From an optimization exercise on the open Yosys and OpenROAD flow, aimed at small area; shortcuts taken in it are not production practice.
The RTL was checked by simulation tests, not by an equivalence proof against the original design.

$ cat design/flow/config.mk
export PLATFORM = sky130hd
export DESIGN_NAME = guitar
export DESIGN_NICKNAME = guitar
export VERILOG_FILES = /design/flow/design.v
export SDC_FILE = /design/flow/constraint.sdc
export NUM_CORES = 4
export LEC_CHECK = 0
export CAP_MARGIN = 20
export CORE_MARGIN = 2
export CORE_UTILIZATION = 40
export SLEW_MARGIN = 20
$ cat design/flow/constraint.sdc
create_clock -name core_clock -period 10.0 [get_ports {clk}]
set_input_delay 2.0000 -clock core_clock [delete_from_list [all_inputs] [get_ports {clk}]]
set_output_delay 2.0000 -clock core_clock [all_outputs]
set_load 0.01 [all_outputs]
$ cat design/flow/design.v
module rand_gen(clk, rst, srand, init_srand, randi);
input clk;
input rst;
input [15:0]srand;
input init_srand;
output reg [15:0]randi;
always @(posedge clk or negedge rst)
begin
	if(rst == 1'b0)
		randi <= 16'd0;
	else
		if(init_srand == 1'b0)
			randi <= srand;
		else
			randi <= {randi[13] ^ randi[0], randi[14] ^ randi[15], randi[13:8], (randi[7] ^ randi[2] ^ randi[1]), randi[5:0], randi[6] ^ randi[7]};
end
endmodule
module seven_segment (
input [3:0]i,
output reg [6:0]o
);
always @(*)
begin
   o[0] = !((!i[2] & !i[0]) | (i[3]& !i[1] & !i[0]) | (i[3] & !i[2] & !i[1]) | (!i[3] & i[2] & i[0]) | (i[2] & i[1]) | (!i[3] & i[1]));
	o[1] = !((!i[2] & !i[0]) | (!i[3] & !i[2]) | (!i[3] & !i[1] & !i[0]) | (i[3] & !i[1] & i[0]) | (!i[3] & i[1] & i[0]));
	o[2] = !((!i[3] & !i[1]) | (!i[3] & i[0]) | (!i[3] & i[2] ) | (!i[1] & i[0]) | (i[3] & !i[2]));
	o[3] = !((!i[3] & !i[2] & !i[0] & !i[1]) | (!i[3] & !i[2] & i[1]) | (i[2] & i[1] & !i[0]) | ( i[2] & !i[1] & i[0]) | (i[3] & !i[2] & i[0]) | (i[3] & !i[1]));
	o[4] = !((!i[2] & !i[0]) | (i[1] & !i[0]) | (!i[1] & i[2] & i[3]) | (i[1] & i[0] & i[3]));
	o[5] = !((!i[1] & !i[0]) | (i[3] & !i[2]) | (!i[1] & !i[3] & i[2]) | (i[3] & i[2] & i[1]) | (i[2] & i[1] & !i[0]));
	o[6] = !((i[1] & !i[0]) | (i[3] & !i[2]) | (!i[1] & !i[3] & i[2]) | (i[0] & i[3] & i[2]) | (!i[3] & !i[2] & i[1]));
end
endmodule
module seven_segment_negative(i,ou);
input i;
output reg [6:0]ou;  
always @(*)
begin
if (i) begin
ou[6] = 0;
ou[5] = 1;
ou[4] = 1;
ou[3] = 1;
ou[2] = 1;
ou[1] = 1;
ou[0] = 1;
end
else begin
ou[6] = 1;
ou[5] = 0;
ou[4] = 0;
ou[3] = 0;
ou[2] = 0;
ou[1] = 0;
ou[0] = 0;
end
end
endmodule
module three_decimal_vals_w_neg (
input [7:0]val,
output [6:0]seg7_neg_sign,
output [6:0]seg7_lsb,
output [6:0]seg7_mmb,
output [6:0]seg7_msb
);
reg [3:0] result_hun_digit;
reg [3:0] result_one_digit;
reg [3:0] result_ten_digit;
reg result_is_negative;
reg [6:0]twos_comp;
always @(*)
begin
result_is_negative = 1'b0;
twos_comp = 1'b0;
	if(val[7] == 1'b1) begin
	result_is_negative = 1'b1;
	if(val[0] == 1'b1) begin
		twos_comp[0] = val[0];
		twos_comp[1] = !val[1];
		twos_comp[2] = !val[2];
		twos_comp[3] = !val[3];
		twos_comp[4] = !val[4];
		twos_comp[5] = !val[5];
		twos_comp[6] = !val[6];
		end
	else if(val[1] == 1'b1) begin
		twos_comp[0] = val[0];
		twos_comp[1] = val[1];
		twos_comp[2] = !val[2];
		twos_comp[3] = !val[3];
		twos_comp[4] = !val[4];
		twos_comp[5] = !val[5];
		twos_comp[6] = !val[6];
		end
	else if(val[2] == 1'b1) begin
		twos_comp[0] = val[0];
		twos_comp[1] = val[1];
		twos_comp[2] = val[2];
		twos_comp[3] = !val[3];
		twos_comp[4] = !val[4];
		twos_comp[5] = !val[5];
		twos_comp[6] = !val[6];
		end
	else if(val[3] == 1'b1) begin
		twos_comp[0] = val[0];
		twos_comp[1] = val[1];
		twos_comp[2] = val[2];
		twos_comp[3] = val[3];
		twos_comp[4] = !val[4];
		twos_comp[5] = !val[5];
		twos_comp[6] = !val[6];
		end
	else if(val[4] == 1'b1) begin
		twos_comp[0] = val[0];
		twos_comp[1] = val[1];
		twos_comp[2] = val[2];
		twos_comp[3] = val[3];
		twos_comp[4] = val[4];
		twos_comp[5] = !val[5];
		twos_comp[6] = !val[6];
		end
	else if(val[5] == 1'b1) begin
		twos_comp[0] = val[0];
		twos_comp[1] = val[1];
		twos_comp[2] = val[2];
		twos_comp[3] = val[3];
		twos_comp[4] = val[4];
		twos_comp[5] = val[5];
		twos_comp[6] = !val[6];
	end
	end
	if(val[7] == 1'b0) begin
	result_one_digit = val % 10;
	result_ten_digit = (val / 10) % 10;
	result_hun_digit = val / 100;
	result_is_negative = 0;
	end
	else begin
	result_one_digit = twos_comp % 10;
	result_ten_digit = (twos_comp / 10) % 10;
	result_hun_digit = twos_comp / 100;
	end
end
seven_segment msb(result_ten_digit, seg7_msb);
seven_segment lsb(result_one_digit, seg7_lsb);
seven_segment mmb(result_hun_digit, seg7_mmb);
seven_segment_negative neg(result_is_negative, seg7_neg_sign);
endmodule
module time_to_hit(clk, rst, en, done);
input clk;
input rst;
input en;
output reg done;
parameter one_second = 26'd50000000;
reg [25:0]counter;
always @ (posedge clk or negedge rst)
	begin 
	if (rst == 1'b0)
	begin
		counter <= 26'd0;
		done <= 1'b0;
	end
	else
		if (en == 1'b1)
			if (counter <= one_second)
			begin
				done <= 1'b0;
				counter <= counter +1'b1;
			end
			else
			begin
				done <= 1'b1;
				counter <= 26'd0;
			end
	end
endmodule
module delay(clk, rst, en, done);
input clk;
input rst;
input en;
output reg done;
parameter one_second = 26'd50000000;
reg [25:0]counter;
always @ (posedge clk or negedge rst)
	begin 
	if (rst == 1'b0)
	begin
		counter <= 26'd0;
		done <= 1'b0;
	end
	else
		if (en == 1'b1)
			if (counter <= one_second)
			begin
				done <= 1'b0;
				counter <= counter +1'b1;
			end
			else
			begin
				done <= 1'b1;
				counter <= 26'd0;
			end
	end
endmodule
module guitar(
input clk,
input rst,
input start,
input [3:0]buttons,
output [6:0]seg7_neg_sign,
output [6:0]seg7_dig0,
output [6:0]seg7_dig1,
output [6:0]seg7_dig2,
output [6:0]num_to_hit,
output reg led
);
reg [2:0]S;
reg [2:0]NS;
wire [15:0]randwire;
reg [6:0]song_dur;
reg [7:0]notes_played;
reg [15:0]random;
reg [3:0]hit_num;
reg [3:0]button_hold;
reg [7:0]score;
reg en;
reg en2;
wire deldone;
wire deldone2;
reg del_hold;
reg del_hold2;
reg randhelp;
parameter START = 3'd0,
			 CHECK = 3'd1,
			 NOTE = 3'd2,
			 DELAY = 3'd3,
			 DONE = 3'd4;
rand_gen myrand(clk, rst, 16'd62969, randhelp, randwire);
seven_segment numout(hit_num, num_to_hit);
three_decimal_vals_w_neg mynum(score, seg7_neg_sign, seg7_dig0, seg7_dig2, seg7_dig1);
time_to_hit #(.one_second(26'd500)) my(clk, rst, en, deldone);			 
delay #(.one_second(26'd500)) mydelay(clk, rst, en2, deldone2);			
always @(posedge clk or negedge rst)
begin
	if (rst == 1'b0)
	begin
		S <= START;
	end
	else
	begin
		S <= NS;
	end
end
always @(*) 
begin
	case (S)
		START:
		begin
		if (start == 1'b1)
						NS = CHECK;
				 else
						NS = START;
		end
		CHECK:
		begin
		if (notes_played <= song_dur)
						NS = NOTE;
	   else
						NS = DONE;
		end
		NOTE: 
		begin
		if (del_hold == 1'b1)
					NS = DELAY;
				 else 
					NS = NOTE;
		end
		DELAY: 
		begin
		if (del_hold2 == 1'b1)
					NS = CHECK;
				 else 
					NS = DELAY;
		end
		DONE: NS = DONE;
		default NS = START;
	endcase
end
always @(posedge clk or negedge rst)
begin
	if(rst == 1'b0)
	begin
		notes_played <= 8'd0;
		hit_num <= 4'd0;
		random <= 16'd0;
		en <= 1'b0;
		en2 <= 1'b0;
		button_hold <= 4'd0;
		song_dur <= 7'd127;
		led <= 1'b0;
		score <= 8'd0;
		randhelp <= 1'b0;
		del_hold <= 1'b0;
		del_hold2 <= 1'b0;
	end
	else
	begin
		case (S)
			CHECK:
			begin
				hit_num <= random % 4;
				notes_played <= notes_played + 1'b1;
				song_dur <= 7'd127;
				random <= randwire;
				randhelp <= 1'b1;
				del_hold <= 1'b0;
				del_hold2 <= 1'b0;
				en <= 1'b0;
				en2 <= 1'b0;
				button_hold[0] <= 1'b0;
				button_hold[1] <= 1'b0;
				button_hold[2] <= 1'b0;
				button_hold[3] <= 1'b0;
			end
			NOTE:
			begin
			 	en <= 1'b1;
				del_hold <= deldone;
				button_hold[0] <= !buttons[0];
				button_hold[1] <= !buttons[1];
				button_hold[2] <= !buttons[2];
				button_hold[3] <= !buttons[3];
				if (hit_num == 4'd0)
					if (button_hold[0] == 1'b1)
					begin
						score <= score + 2'd2;
						del_hold <= 1;
					end
				    else if (button_hold[1] == 1'b1)
						begin
						score <= score - 2'd2;
						del_hold <= 1;
					end
					else if (button_hold[2] == 1'b1)
						begin
						score <= score - 2'd2;
						del_hold <= 1;
					end
					else if (button_hold[3] == 1'b1)
						begin
						score <= score - 2'd2;
						del_hold <= 1;
					end
				if (hit_num == 4'd1)
					if (button_hold[1] == 1'b1)
						begin
						score <= score + 2'd2;
						del_hold <= 1;
					end
					else if (button_hold[0] == 1'b1)
						begin
						score <= score - 2'd2;
						del_hold <= 1;
					end
					else if (button_hold[2] == 1'b1)
						begin
						score <= score - 2'd2;
						del_hold <= 1;
					end
					else if (button_hold[3] == 1'b1)
						begin
						score <= score - 2'd2;
						del_hold <= 1;
					end
				if (hit_num == 4'd2)
					if (button_hold[2] == 1'b1)
						begin
						score <= score + 2'd2;
						del_hold <= 1;
					end
					else if (button_hold[1] == 1'b1)
						begin
						score <= score - 2'd2;
						del_hold <= 1;
					end
					else if (button_hold[0] == 1'b1)
						begin
						score <= score - 2'd2;
						del_hold <= 1;
					end
					else if (button_hold[3] == 1'b1)
						begin
						score <= score - 2'd2;
						del_hold <= 1;
					end
				if (hit_num == 4'd3)
					if (button_hold[3] == 1'b1)
						begin
						score <= score + 2'd2;
						del_hold <= 1;
					end
					else if (button_hold[1] == 1'b1)
						begin
						score <= score - 2'd2;
						del_hold <= 1;
					 end
					else if (button_hold[2] == 1'b1)
						begin
						score <= score - 2'd2;
						del_hold <= 1;
					 end
					else if (button_hold[0] == 1'b1)
						begin
						score <= score - 2'd2;
						del_hold <= 1;
					 end
			end
			DELAY: 
			begin
			en2 <= 1'b1;
			del_hold2 <= deldone2;
			end
			DONE: led <= 1'b1;
		endcase
	end
end
endmodule
$ cat design/flow/run.sh
#!/bin/bash
# synth_recipe.tcl (not shown) runs the flow's synth.tcl, then flattens the netlist and writes it again
# the make line also repeats each setting of config.mk as NAME=value (left out here)
make -C /OpenROAD-flow-scripts/flow DESIGN_CONFIG=/design/flow/config.mk WORK_HOME=/design/flow/orfs CLKGATE_MAP_FILE= SYNTH_SCRIPT=/design/flow/synth_recipe.tcl finish
==> run notes, run 1 <==
The flow ran to the end and the layout has no timing, DRC or antenna violations.

The first TritonRoute pass finished after 5 iterations. Across every metal layer, demand over resource in global routing totals 17.7%. The floorplan step defined a die boundary enclosing 17500 µm². The number of antenna diodes in the final layout is 0. The area taken by flip-flops and latches is 2350 µm².

The gate count after technology mapping is 798. Summing all multi-input logic gate instances after layout gives ~3800 µm². The routed length on met3 is 727 µm. The post-detailed-route via-to-cell ratio came out at 5.74. Setup repair after global routing left no endpoint under its margin.

The post-cts repair resize count is 0. The cell at the root of the clock tree is clkbuf_16. The fraction of registers with async set or reset after synthesis is 100%. The share of the synthesized area in the top cell type came out at 35.7%.

The signal arrival time at the worst endpoint came out at 6.06 ns. At the end of routability-driven placement, the weighted congestion stood at approximately 0.9. The filler-free cell count of the finished design is 1022. The mean area per synthesized cell came out at 8.25 µm².

The largest net degree at the start of global routing is 55. The maximum level of the CTS H-tree is 3. The clock sink total is 94. The final setup violation count came out at 0.

Counting flops with a built-in enable in the synthesized netlist gives 0. The xor-xnor portion of the synthesized cell area is 5.32%. The critical path in this run is classified as flip-flop to output pin. The post-route worst hold slack is 0.444 ns. On the worst path, the slowest cell contributes a delay of 0.66 ns.

The hold violation total from the final report is 0. The transition time at the pin with the least slew margin came out at around 0.92 ns. Dividing the final minimum period by the clock period gives 80.6%. The largest total area in the synthesized netlist belongs to dfrtp_1.

The post-route clock skew is 0.00722 ns. After the first detailed-routing iteration, the DRC count stood at 543. The number of placed instances, taps included, is 1006. The required time of the critical path is 8.00 ns. After clock tree synthesis, the clock-pin slew on the worst setup and hold paths is roughly 0.07 ns. Cells with a size suffix above 1 make up 7.44% of the layout. The total of max-cap violations is 0.

The count of fill cells added during filler insertion came out at 1570. Routed signal wires occupy layers up through met4. The initial core utilization is just over 40%.

The worst setup path is captured at an output pin. By area the synthesized netlist is led by dfrtp_1 36%, nor2_1 6.0%, nand2_1 4.3%. Measured in cells, the most critical reg-to-reg path has a length of 10.

TritonCTS built the clock tree. The number of buffers added on ports is 38. The wire length of the first global-routing pass is 26500 µm. The finished layout cell area is 7290 µm². The DRC violations left is 0. In this run the core area contains 46 standard-cell rows. The simple-gate portion of the synthesized area came out at 24.9%. After detailed routing, the met2 layer carries 7250 µm of wire. The sum of overflow across all layers after global routing is 0.

The reg-to-reg critical path endpoint is score[6]. The most repeated library cell on the critical path is ha_1. In this run, distinct cell masters in the synthesized netlist total 87. After the last flow step, the layout net total stands at 825. The placed instance area is 6980 µm². The final routed wire length divided by cell count is 15.3 µm. The class of the tightest hold or removal check is flip-flop to flip-flop. The detail route stage leaves a number of antenna-violating nets equal to 0. The total clock buffers created by CTS is 9.

The startpoint of the most critical register-to-register path is score[3]. The count of yosys warnings during synthesis is 7. Counting instances, the worst hold path has a depth of 1. The quantity of hold-fixing buffers added after cts is 0. In the synthesized netlist the dominant register cell turns out to be dfrtp_1. The area share of fa/ha/maj cells after synthesis came out at 3.40%. The highest fanout seen on the critical path is 16. The portion of the post-synthesis area used by sequential elements came out at a little over a third. In this run the most critical hold path is launched from myrand.randi[4]. The nature of the critical path startpoint is a flip-flop. The share of the synthesized area in compound gates (AO/OA/AOI/OAI) is 22.2%.

The via total after detailed routing came out at approximately 5900. The clock period minus final worst setup slack is 8.06 ns. The count of state elements after synthesis is 94.

The signal on the critical path passes through inv_1, ha_1, and4bb_1, a311o_1, a21oi_1, inv_1, ha_1, nor2b_1, o31ai_4, a2111oi_0, o32a_1, nand2_4, inv_2, ha_1, nor2b_1, and2_1, a21o_1, a311o_1, clkdlybuf4s50_1. The total wirelength of the detailed-routed design came out at 15700 µm. The area growth from synthesis to layout came out at 10.7%. The buffer levels on the longest clock path is 2. The sum of negative setup slack is 0 ns. The post-synth design cell area is 6580 µm². The core outline area is ~16000 µm². The number of antenna violations at the first check in global routing came to 0. The routed length on met1 came out at between 7000 and 8000 µm. The worst reg-to-reg setup slack came out at 6.98 ns.

Of the post-synthesis cell area, the part taken by muxes is 2.17%. Summed over all nets, the half-perimeter wirelength after detailed placement is 11200 µm. The number of top-level pins is 43.

The via count of the first global-routing pass is 5488. In this run the vertical extent of the chip is 132 µm. By area, the combinational part of the netlist is dominated by simple AND/OR/NAND/NOR gates.

For the worst-skew pair, the clock arrives at the later sink with an insertion delay of 0.34 ns. The largest individual stage delay along the critical path comes from the cell dfrtp_1. Static timing analysis puts the maximum clock frequency at 124 MHz. The post-CTS setup repair buffer count came out at 0.

The die is about 130 µm wide. The total count of max-transition violations in the final report came out at 0. For hold timing, the worst endpoint is myrand.randi[5]. In this run the tightest slew margin relative to its limit is a little under two fifths.
## synth_stat cells (3+ instances only)
library cell and count:
a211oi_1 5, a21o_1 3, a21oi_1 52, a221oi_1 5, a22o_1 4, a22oi_1 10, a31oi_1 13, a32oi_1 3
a41oi_1 3, and2_1 5, and3_1 13, and4_1 3, buf_1 3, buf_2 6, buf_4 15, buf_6 4
clkbuf_1 24, dfrtp_1 94, ha_1 17, inv_1 28, inv_2 3, mux2_2 6, mux2i_1 6, nand2_1 75
nand2b_1 17, nand3_1 29, nand4_1 12, nor2_1 105, nor2b_1 12, nor3_1 24, nor3b_1 3, nor4_1 14
o211ai_1 8, o21a_1 4, o21ai_0 46, o21ai_1 3, o221ai_1 3, o22ai_1 5, o311a_1 3, o31ai_1 7
or2_2 4, or3_1 4, xnor2_1 23, xor2_1 17
## sequential cells by signal, summed over array words and instances, names as in the netlist, 3 cells and up
signal / cells
my.counter: 26
mydelay.counter: 26
myrand.randi: 8
notes_played: 8
score: 7
button_hold: 4
S: 3
## layout make-up
cell class              instances  area share, %
repair buffers                 42           5.60
clock inverters                 7           1.13
inverters                      31           1.60
clock buffers                   9           3.09
well taps                     216           3.71
flip-flops and latches         94           32.3
multi-input cells             623           52.6
## worst max-delay path: cells and delay by family, from the launching register on
kind	cells	cell delay, ns
AO/OA/AOI/OAI	7	1.95
adder cells (fa/ha/maj)	3	1.07
buffers and inverters	4	0.97
flip-flops	1	0.66
AND/OR/NAND/NOR	5	1.08
## per-stage QoR
step / worst slack [ns] / utilization (%)
2_1_floorplan: 3.44 / -
3_3_place_gp: 2.60 / 43.6
3_5_place_dp: 2.41 / 43.6
4_1_cts: 1.99 / 45.6
5_1_grt: 1.45 / 45.6
6_report: 1.94 / 45.6
## layer usage
| metal | track usage (%) | vias up |
|---|---|---|
| li1 | - | 2862 |
| met5 | 0 | - |
| met2 | 28.6 | 174 |
| met3 | 2.35 | 15 |
| met1 | 25.2 | 2818 |
| met4 | 4.48 | 0 |
## how the worst max path moves through the flow
stage,from,to,depth (start not counted)
after global routing,score[3],seg7_dig1[6],19
after CTS,score[3],seg7_dig1[0],19
after global placement,score[3],seg7_dig1[0],19
after floorplan,score[3],seg7_dig1[0],20
final,score[3],seg7_dig1[0],19
after detailed placement,score[3],seg7_dig1[0],19
## cell families after synthesis
| family | after synthesis |
|---|---|
| buffers and inverters | 83 |
| AOI/OAI and AO/OA | 213 |
| xor gates and xnor gates | 40 |
| adders and majority gates | 18 |
| other | 2 |
| DFF | 94 |
| and+or+nand+nor | 335 |
| muxes | 13 |
## placed cells by master (no fill, tap or decap), types with 5 or more instances in the layout
cell type,count
nand4_1,12
nor4_1,14
ha_1,17
a221oi_1,5
xor2_1,17
o22ai_1,5
clkbuf_16,9
and2_1,7
mux2_2,6
xnor2_1,23
a22oi_1,10
a211oi_1,5
a21oi_1,52
nand2_1,75
buf_4,5
nor3_1,24
o211ai_1,8
clkdlybuf4s50_1,37
mux2i_1,6
dfrtp_1,94
nor2b_1,12
and3_1,13
nand3_1,29
nand2b_1,17
o31ai_1,7
a31oi_1,13
o21ai_0,46
nor2_1,105
inv_1,28
==> run 2, diff against run 1 <==
==> design/flow/design.v (replaced) <==
module rand_gen(clk, rst, load, r);
input clk;
input rst;
input load;
output reg [6:0] r;
always @(posedge clk or negedge rst)
begin
	if (rst == 1'b0)
		r <= 7'd0;
	else if (load)
		r <= 7'b0101101;
	else
		r <= {r[4] ^ r[0], r[6:1]};
end
endmodule
module seven_segment (
input [3:0]i,
output reg [6:0]o
);
always @(*)
begin
	case (i)
	4'd0: o = 7'h40;
	4'd1: o = 7'h79;
	4'd2: o = 7'h24;
	4'd3: o = 7'h30;
	4'd4: o = 7'h19;
	4'd5: o = 7'h12;
	4'd6: o = 7'h02;
	4'd7: o = 7'h78;
	4'd8: o = 7'h00;
	4'd9: o = 7'h10;
	default: o = 7'bx;
	endcase
end
endmodule
module seven_segment_negative(i,ou);
input i;
output [6:0]ou;
assign ou = i ? 7'b0111111 : 7'b1000000;
endmodule
module three_decimal_vals_w_neg (
input [6:0]s,
output [6:0]seg7_neg_sign,
output [6:0]seg7_ones,
output [6:0]seg7_tens,
output [6:0]seg7_huns
);
wire neg = s[6];
wire [6:0] ns = -s;
wire [5:0] q = neg ? ((s[4:0] == 5'd0) ? 6'd0 : ns[5:0]) : s[5:0];
wire [7:0] m = {1'b0, q, 1'b0};
wire [3:0] one = m % 10;
wire [3:0] ten = (m / 10) % 10;
wire [3:0] hun = m / 100;
seven_segment lsb(one, seg7_ones);
seven_segment msb(ten, seg7_tens);
seven_segment mmb(hun, seg7_huns);
seven_segment_negative sg(neg, seg7_neg_sign);
endmodule
module time_to_hit(clk, rst, en, done);
input clk;
input rst;
input en;
output done;
reg [8:0] counter;
wire [9:0] inc = counter + en;
assign done = &counter;
always @(posedge clk or negedge rst)
begin
	if (rst == 1'b0)
		counter <= 9'd9;
	else
		counter <= inc[8:0] | {5'd0, inc[9], 1'b0, inc[9], 1'b0};
end
endmodule
module delay(clk, rst, en, done);
input clk;
input rst;
input en;
output done;
reg [8:0] counter;
wire [9:0] inc = counter + en;
assign done = inc[9];
always @(posedge clk or negedge rst)
begin
	if (rst == 1'b0)
		counter <= 9'd7;
	else
		counter <= inc[8:0] | {5'd0, inc[9], 1'b0, inc[9], 1'b0};
end
endmodule
module guitar(
input clk,
input rst,
input start,
input [3:0]buttons,
output [6:0]seg7_neg_sign,
output [6:0]seg7_dig0,
output [6:0]seg7_dig1,
output [6:0]seg7_dig2,
output [6:0]num_to_hit,
output reg led
);
localparam START  = 3'd0,
           CHECK1 = 3'd1,    
           CHECK  = 3'd3,
           NOTE1  = 3'd2,
           NOTE   = 3'd6,
           NOTEX  = 3'd7,
           DELAY  = 3'd5,
           DONE   = 3'd4;
reg  [2:0] S;
reg  [2:0] NS;
reg  [6:0] notes;        
reg  [1:0] random;       
reg  [1:0] hit_num;      
reg        bp;           
reg        bc;           
reg  [6:0] score;        
wire [6:0] y;            
wire       win_done;     
wire       del_end;      
wire is_check = (S == CHECK1) || (S == CHECK);
wire note01   = (S == NOTE1) || (S == NOTE);
wire win_en   = (S == NOTE) || (S == NOTEX) || (S == DELAY) || (S == CHECK);
wire last     = &notes;
rand_gen myrand(clk, rst, (S == START) || (S == CHECK1), y);
time_to_hit my(clk, rst, win_en, win_done);
delay mydelay(clk, rst, S == DELAY, del_end);
seven_segment numout({2'b00, hit_num}, num_to_hit);
three_decimal_vals_w_neg mynum(score, seg7_neg_sign, seg7_dig0, seg7_dig1, seg7_dig2);
always @(*)
begin
	case (S)
	START:  NS = start ? CHECK1 : START;
	CHECK1: NS = NOTE1;
	CHECK:  NS = last ? DONE : NOTE1;
	NOTE1,
	NOTE:   NS = (bp | win_done) ? NOTEX : NOTE;
	NOTEX:  NS = DELAY;
	DELAY:  NS = del_end ? CHECK : DELAY;
	default: NS = DONE;
	endcase
end
always @(posedge clk or negedge rst)
begin
	if (rst == 1'b0)
	begin
		S <= START;
		notes <= 7'd0;
		random <= 2'd0;
		hit_num <= 2'd0;
		bp <= 1'b0;
		bc <= 1'b0;
		score <= 7'd0;
		led <= 1'b0;
	end
	else
	begin
		S <= NS;
		if (S == CHECK)
			notes <= notes + 1'b1;
		if (is_check)
		begin
			hit_num <= random;
			random <= ~{y[0], y[1]};
		end
		bp <= note01 & ~&buttons;
		bc <= ~buttons[hit_num];
		if (bp)
			score <= bc ? score + 1'b1 : score - 1'b1;
		if (S == DONE)
			led <= 1'b1;
	end
end
endmodule
==> run 2 against run 1 <==
Global-route usage fell by 2.0 points. Die area fell by 40%. Worst hold slack gained 0.0031 ns. Flip-flop and latch count shrank 45. Synthesized area decreased by 41%. First-iteration DRC count fell by 64%. Critical path depth grew 7. Register-to-register slack better by 0.79 ns. Worst setup slack lost 1.0 ns. Utilization up 0.22 points.
==> run notes, run 2 <==
The post-route clock skew is 0.00669 ns (-0.000535 ns). The gate count after technology mapping is 429 (-46%). The die width came out at 102 µm (-23%). The total clock buffers created by CTS is 5 (-4). In the final layout, the registers with the most flip-flops are my.counter: 9 flops, mydelay.counter: 9 flops. The initial core utilization came to 41.5% (+0.38 points). For this design, the slowest cell found on the critical path is dfrtp_1. The area of the die came out at 10500 µm² (-40%). The clock-pin slew reported for the worst setup and hold paths after clock tree synthesis came out at 0.08 ns (about the same). In the post-synthesis netlist, the biggest area contributors are dfrtp_1 28%, ha_1 8.4%, xnor2_1 5.0%. The dominant register cell in the synthesized netlist is dfrtp_1. The worst setup path is launched from a flip-flop. The final cycle utilization of the critical path is 91.1% (+10 points). The count of yosys warnings during synthesis is 5 (-2). The final routed wire length divided by cell count came out at 13.6 µm (-11%). The count of different cell masters after synthesis is 76 (-13%).

The quantity of hold-fixing buffers added after cts is 0 (unchanged). The signal arrival time at the worst endpoint is 7.11 ns (+1.05 ns). The most repeated library cell on the critical path is ha_1.

The count of antenna diodes in the layout is 0 (unchanged). The commonest cells after synthesis are 44 x dfrtp_1, 35 x nand2_1, 33 x nor2_1. Setup repair after global routing left no endpoint under its margin. The final setup violation count is 0 (unchanged).

The number of antenna violations at the first check in global routing came out at 0 (unchanged). The number of enable-type register cells in the synthesized netlist came to 0 (unchanged). TritonCTS built the clock tree.

The maximum level of the CTS H-tree is 2 (-1). The buffer levels on the longest clock path was 2 (unchanged). STA classifies the critical path endpoint as an output pin.

The clock period minus final worst setup slack is 9.11 ns (+1.04 ns). The maximum single-stage delay on the critical path is 0.59 ns (-0.07 ns). The detailed placer's ending HPWL came out at 5850 µm (-48%). The DRC violations left is 0 (unchanged). The highest fanout seen on the critical path came out at 12 (-4). The most common cell after layout, fill and taps aside is dfrtp_1. The total wirelength of the detailed-routed design is 7800 µm (-50%).

The core outline area was 9330 µm² (-42%). The via total after detailed routing is 3032 (-48%). The cell type with the largest total area after synthesis is dfrtp_1. The height of the die was 102 µm (-23%). The wire length of the first global-routing pass came out at 13400 µm (-50%). The post-synth design cell area came to 3870 µm² (-41%). The portion of the post-synthesis area used by sequential elements is 31.8% (-3.9 points).

The library cells used most frequently in the layout, excluding fill and tap cells, are 44 x dfrtp_1, 37 x clkdlybuf4s50_1, 35 x nand2_1, 33 x nor2_1. The cell type group with the largest total delay on the critical path is compound AO/OA/AOI/OAI gates. The run finished with no timing, DRC or antenna violations. The fraction of final layout cells with drive strength greater than 1 came out at 10.6% (+3.1 points).

The mean area per synthesized cell came to 9.03 µm² (+9.4%). The number of iterations in the first detailed-routing pass was 5 (unchanged). The hold violation total from the final report came to 0 (unchanged). The post-route core utilization is 45.8% (+0.22 points).

The transition time at the pin with the least slew margin came out at 0.791 ns (-0.128 ns). The total routing usage reported by global routing came out at 15.8% (-2.0 points). The required time of the critical path came out at 8.00 ns (about the same). The clock sink total came out at 49 (-48%).

The fraction of registers with async set or reset after synthesis came out at 100% (unchanged). The highest achievable clock rate is 110 MHz (-11%). The most used standard cell by instance count after synthesis is dfrtp_1. The sum of negative setup slack is 0 ns (unchanged).

The critical path is of the flip-flop to output pin type. The count of state elements after synthesis came out at 49 (-48%). The largest net degree at the start of global routing came out at 50 (-9.1%). The number of top-level pins is 43 (unchanged). The insertion delay of the later-clocked pin in the worst-skew pair is 0.30 ns (-0.04 ns). The post-detailed-route via-to-cell ratio came out at 5.29 (-7.9%). The share of the synthesized area in the top cell type is 28.4% (-7.3 points). The path class of the tightest hold or removal check is flip-flop to flip-flop. The count of fill cells added during filler insertion is 892 (-43%). The via count of the first global-routing pass is 2877 (-48%).

The number of nets in the finished design is 477 (-42%). The sum of overflow across all layers after global routing is 0 (unchanged). The placer congestion estimate came to 0.941 (+4.8%). The cell at the root of the clock tree is clkbuf_8. The headroom to the max-slew limit came to 47.3% (+10 points).

The number of buffers added on ports came out at 38 (unchanged). The post-CTS setup repair buffer count came out at 0 (unchanged). The post-cts repair resize count is 0 (unchanged). The DRC marker count from the first detailed-route iteration is 195 (-64%).

The total of max-cap violations came out at 0 (unchanged). The count of nets left with antenna violations after detail routing is 0 (unchanged). The row count was 35 (-24%). The total count of max-transition violations in the final report is 0 (unchanged). The sum of buffers and inverters on the critical path came to 5 (+1).

The area growth from synthesis to layout is 10.2%.
run 2: cell types whose count changed after synthesis, sizes merged, moves of 19 or more:
cell    delta
o21ai     -36
a21oi     -33
clkbuf    -19
nor2      -73
nand2     -41
dfrtp     -50
run 2: cell families (layout without fill, tap and decap cells):
family	after synthesis	in the layout	synth area share, %
muxes	14	14	4.36
AOI/OAI and AO/OA	95	95	18.1
xor gates and xnor gates	31	31	7.01
DFF	49	49	31.8
adders and majority gates	27	27	8.91
and+or+nand+nor	157	157	21.5
buffers and inverters	54	67	8.14
other	2	4	0.194
run 2: layout make-up:
class	count	area, µm²	share of cell area (%)
Multi-Input combinational cell	328	2330	54.7
Sequential cell	49	1230	28.9
Timing Repair Buffer	38	378	8.85
Tap cell	129	161	3.78
Inverter	21	83.8	1.96
Clock buffer	8	80.1	1.88
run 2: final timing paths:
kind                        startpoint  slack (ns)            end  cells after the start
setup / recovery              score[0]        0.89   seg7_dig1[3]                     26
hold / removal             myrand.r[6]        0.45    myrand.r[5]                      1
setup reg to reg              score[2]        7.77       score[6]                      8
hold reg to reg            myrand.r[6]        0.45    myrand.r[5]                      1
max in group asynchronous          rst        7.88  my.counter[5]                      1
min in group asynchronous          rst        1.71    myrand.r[5]                      1
run 2: stage by stage:
step	worst slack [ns]	instance area, µm²	hold slack [ns]	cells
after floorplan	2.39	3880	0.413	431
after global placement	1.42	4190	0.418	565
after detailed placement	1.23	4190	0.421	565
after CTS	0.896	4270	0.451	573
after global routing	0.265	4270	0.481	573
final	0.894	4270	0.447	573
run 2: worst register-to-register path: stages, from the launching register on:
cell	delay (ns)
dfrtp_1	0.66
ha_1	0.37
a21o_1	0.20
a21oi_1	0.23
o21bai_1	0.10
a21oi_1	0.18
xnor2_1	0.14
nand2_1	0.08
xnor2_1	0.14
run 2: per-layer routing:
metal,up-vias,routed length (µm),global-route usage (%)
met5,-,0,0
met4,0,170,5.33
li1,1538,-,-
met1,1426,3950,22.5
met3,15,253,2.60
met2,53,3430,24.3

==> what the ideal ports hide <==
No port has a modelled driver above. Below, the same layouts with a new extraction and two added sets of constraints. Step 1 (the two cells are an assumption about what drives the block):
set clk [get_ports {clk}]
set_driving_cell -lib_cell sky130_fd_sc_hd__clkbuf_16 $clk
set_driving_cell -lib_cell sky130_fd_sc_hd__buf_2 [delete_from_list [all_inputs] $clk]
Step 2 moves the port delays by t, midway between the first and last clock arrival at a register: inputs arrive t later, outputs are due t later. That takes back most of the time a late clock gives input paths. a / b / c = no drivers / after step 1 / after step 2; a / b = the first two.
run	t (ns)	setup WS [ns]	worst register clock-pin slew, ns
run 1	0.379	1.936 / 1.897 / 2.276	0.07 / 0.07
run 2	0.326	0.894 / 0.864 / 1.190	0.08 / 0.08
After both steps every run listed still meets setup and hold.
